From an optimization exercise on the open Yosys and OpenROAD flow, aimed at small area, a short achievable clock period and few clock cycles; shortcuts taken in it are not production practice.
Where RTL was checked, it was by simulation tests only, not by an equivalence proof against the original.

run 1:
## RISC_SPM
module RISC_SPM (clk, rst, mem_rdata, mem_addr, mem_wdata, mem_we, halted);
Size: about 680 cells after synthesis, about 64 flip-flops.
export LEC_CHECK = 0
export ABC_AREA = 1
export CAP_MARGIN = 20
export CORE_MARGIN = 2
export CORE_UTILIZATION = 73
export SETUP_SLACK_MARGIN = 2.42
export SLEW_MARGIN = 20
create_clock -name core_clock -period 5.0 [get_ports {clk}]
standard.sh (not shown) runs the stock make flow with config.mk's settings and CLKGATE_MAP_FILE= SYNTH_SCRIPT=/design/flow/synth_recipe.tcl, a recipe that flattens the netlist after the stock synthesis.
==> flow/flow/run.sh <==
#!/bin/bash
# The standard layout (standard.sh) with two changes:
#  - the port buffers are buf_2 cells instead of the delay cell the resizer
#    picks by default (every port still gets its buffer);
#  - Yosys's abc step runs with flow/abc.script (or yosys's own default abc
#    script if the file says "default") instead of ORFS's script.
# Everything else, registers included, is ORFS's standard synthesis and flow.
set -euo pipefail
here=$(pwd)
export BUFFER_PORTS_ARGS="-buffer_cell sky130_fd_sc_hd__buf_2"
if [[ -f flow/abc.script ]]; then
  if grep -qx default flow/abc.script; then sc=default; else sc=$here/flow/abc.script; fi
  python3 - synth_recipe.tcl "$sc" <<'PY'
import sys
f, sc = sys.argv[1], sys.argv[2]
first, rest = open(f).read().split('\n', 1)
ov = """proc abc {args} {
  set i [lsearch -exact $args -script]
  if {$i >= 0} { set args [lreplace $args $i [expr {$i+1}]] }
  if {"%s" ne "default"} { set args [linsert $args 0 -script %s] }
  puts "abc override: $args"
  yosys abc {*}$args
}""" % (sc, sc)
open(f, 'w').write(first + '\n' + ov + '\n' + rest)
PY
fi
bash standard.sh finish > standard.log 2>&1
Testbench counts of run 1, summed over its fixed seeds: cycles 39,150.
What run 2 does differently from run 1 at the input level:
- CORE_UTILIZATION changed from 73 to 70
- SETUP_SLACK_MARGIN changed from 2.42 to 2.35
==> comparison <==
Summary: final area, run 2 better than run 1
Higher number of violations reported at the end of detailed-routing iteration 0 was reported by run 2, not run 1.
Status: total of flip-flops plus latches after synthesis parity (run 1, run 2)
Per the comparison of run 2 with run 1, final period demand of the worst path saw a decrease; met1 track demand over resource in global routing has decreased.
From run 1 to run 2 the numbers moved as follows: final hold slack now sits lower; final critical-path setup slack now sits higher.
Changes in run 3 relative to run 2:
- SETUP_SLACK_MARGIN changed from 2.35 to 2.2
- CORE_UTILIZATION changed from 70 to 75
diff --git a/flow/flow/run.sh b/flow/flow/run.sh
--- a/flow/flow/run.sh
+++ b/flow/flow/run.sh
@@ -9,4 +9,5 @@
 here=$(pwd)
 export BUFFER_PORTS_ARGS="-buffer_cell sky130_fd_sc_hd__buf_2"
+export ADDER_MAP_FILE=
 if [[ -f flow/abc.script ]]; then
   if grep -qx default flow/abc.script; then sc=default; else sc=$here/flow/abc.script; fi
Findings:
- [compare] base=run 2 new=run 3: routed length on met1 lost 6.1%; number of flip-flops and latches closely matched the old numbers; post-synthesis compound-gate area fraction went down by 1.4 points.
Changes in run 4 relative to run 3:
- CORE_UTILIZATION: 75 -> 70
- SETUP_SLACK_MARGIN: 2.2 -> 2.5
diff --git a/flow/flow/run.sh b/flow/flow/run.sh
--- a/flow/flow/run.sh
+++ b/flow/flow/run.sh
@@ -9,5 +9,4 @@
 here=$(pwd)
 export BUFFER_PORTS_ARGS="-buffer_cell sky130_fd_sc_hd__buf_2"
-export ADDER_MAP_FILE=
 if [[ -f flow/abc.script ]]; then
   if grep -qx default flow/abc.script; then sc=default; else sc=$here/flow/abc.script; fi
--- outcome ---
- Taking run 3 as the reference, in run 4 pin count of the biggest net entering global routing lower, total number of multi-input combinational cells now smaller, multi-input gate area in the final layout up 7.3%.

Setup of main:
Another version of the RTL of RISC_SPM (not shown whole).
Size in the first run: roughly 800 cells after synthesis, ~78 flip-flops, about 28 I/O pins, about 5800 sq um of cells after synthesis.
Settings: LEC_CHECK=0, ABC_AREA=1, CAP_MARGIN=20, CORE_MARGIN=2, CORE_UTILIZATION=75, SETUP_SLACK_MARGIN=2.5, SLEW_MARGIN=20; clock period 5.0 ns.
==> flow/flow/run.sh <==
#!/bin/bash
# The standard layout (standard.sh) with two changes:
#  - the port buffers are buf_2 cells instead of the delay cell the resizer
#    picks by default (every port still gets its buffer);
#  - Yosys's abc step runs with flow/abc.script (or yosys's own default abc
#    script if the file says "default") instead of ORFS's script.
# Everything else, registers included, is ORFS's standard synthesis and flow.
set -euo pipefail
here=$(pwd)
export BUFFER_PORTS_ARGS="-buffer_cell sky130_fd_sc_hd__buf_2"
if [[ -f flow/abc.script ]]; then
  if grep -qx default flow/abc.script; then sc=default; else sc=$here/flow/abc.script; fi
  python3 - synth_recipe.tcl "$sc" <<'PY'
import sys
f, sc = sys.argv[1], sys.argv[2]
first, rest = open(f).read().split('\n', 1)
ov = """proc abc {args} {
  set i [lsearch -exact $args -script]
  if {$i >= 0} { set args [lreplace $args $i [expr {$i+1}]] }
  if {"%s" ne "default"} { set args [linsert $args 0 -script %s] }
  puts "abc override: $args"
  yosys abc {*}$args
}""" % (sc, sc)
open(f, 'w').write(first + '\n' + ov + '\n' + rest)
PY
fi
bash standard.sh finish > standard.log 2>&1
main | stages: all done | timing, DRC, antenna: all pass
The inputs of the feature branch differ from those of main as listed below.
Settings: a change of SETUP_SLACK_MARGIN from 2.5 to 2.2.
Relative to main, utilization has decreased by 0.95 points in the feature branch.
Count of fill cells added during filler insertion delta for the feature branch relative to main: about 2.1% higher
Relative to main, portion of the layout cell area used by non-clock buffers has decreased by 0.65 points in the feature branch.
Going from main to the feature branch, the final cell count was found to have gone down by 6.
Diff the feature branch..main | global-route wire length before repair | negligible
Share of final-layout standard cells stronger than drive strength 1: the feature branch lower than main
A beginning of the critical path of sD is what main shows, while sBn belongs to the feature branch.
Clock skew: the feature branch vs main, no meaningful difference
No run of this note included a check of the RTL's function; only the layout flow was run.

-- separate check: timing with driven ports --
How much do the figures lean on ideal ports? The routed layouts below were timed once more, with nothing changed but the port constraints.
Step 1: set_driving_cell puts a clkbuf_16 on clk and a buf_2 on each other input, an assumption about the parent block.
Step 2 times the ports against the registers' clock, not the clock port: input delays grow and output delays shrink by t, the midpoint of the rising clock arrivals with the driver on.
a / b / c = ideal ports / drivers / drivers and shift; a / b = the first two.
run	t (ns)	setup slack, ns	worst hold slack (ns)	pins driven straight from the clock port
run 1	0.385	2.409 / 2.379 / 2.329	0.491 / 0.491 / 0.491	1
run 2	0.382	2.437 / 2.408 / 2.379	0.485 / 0.485 / 0.485	1
run 3	0.378	2.353 / 2.323 / 2.199	0.499 / 0.499 / 0.499	1
run 4	0.373	2.443 / 2.409 / 2.394	0.483 / 0.483 / 0.483	1
main	0.394	2.539 / 2.505 / 2.394	0.503 / 0.503 / 0.503	1
the feature branch	0.396	2.326 / 2.293 / 2.326	0.503 / 0.503 / 0.503	1
After both steps every run listed still meets setup and hold. For run 3, which loses most, drivers alone change the setup slack by -0.030 ns; drivers and shift together by -0.154 ns.
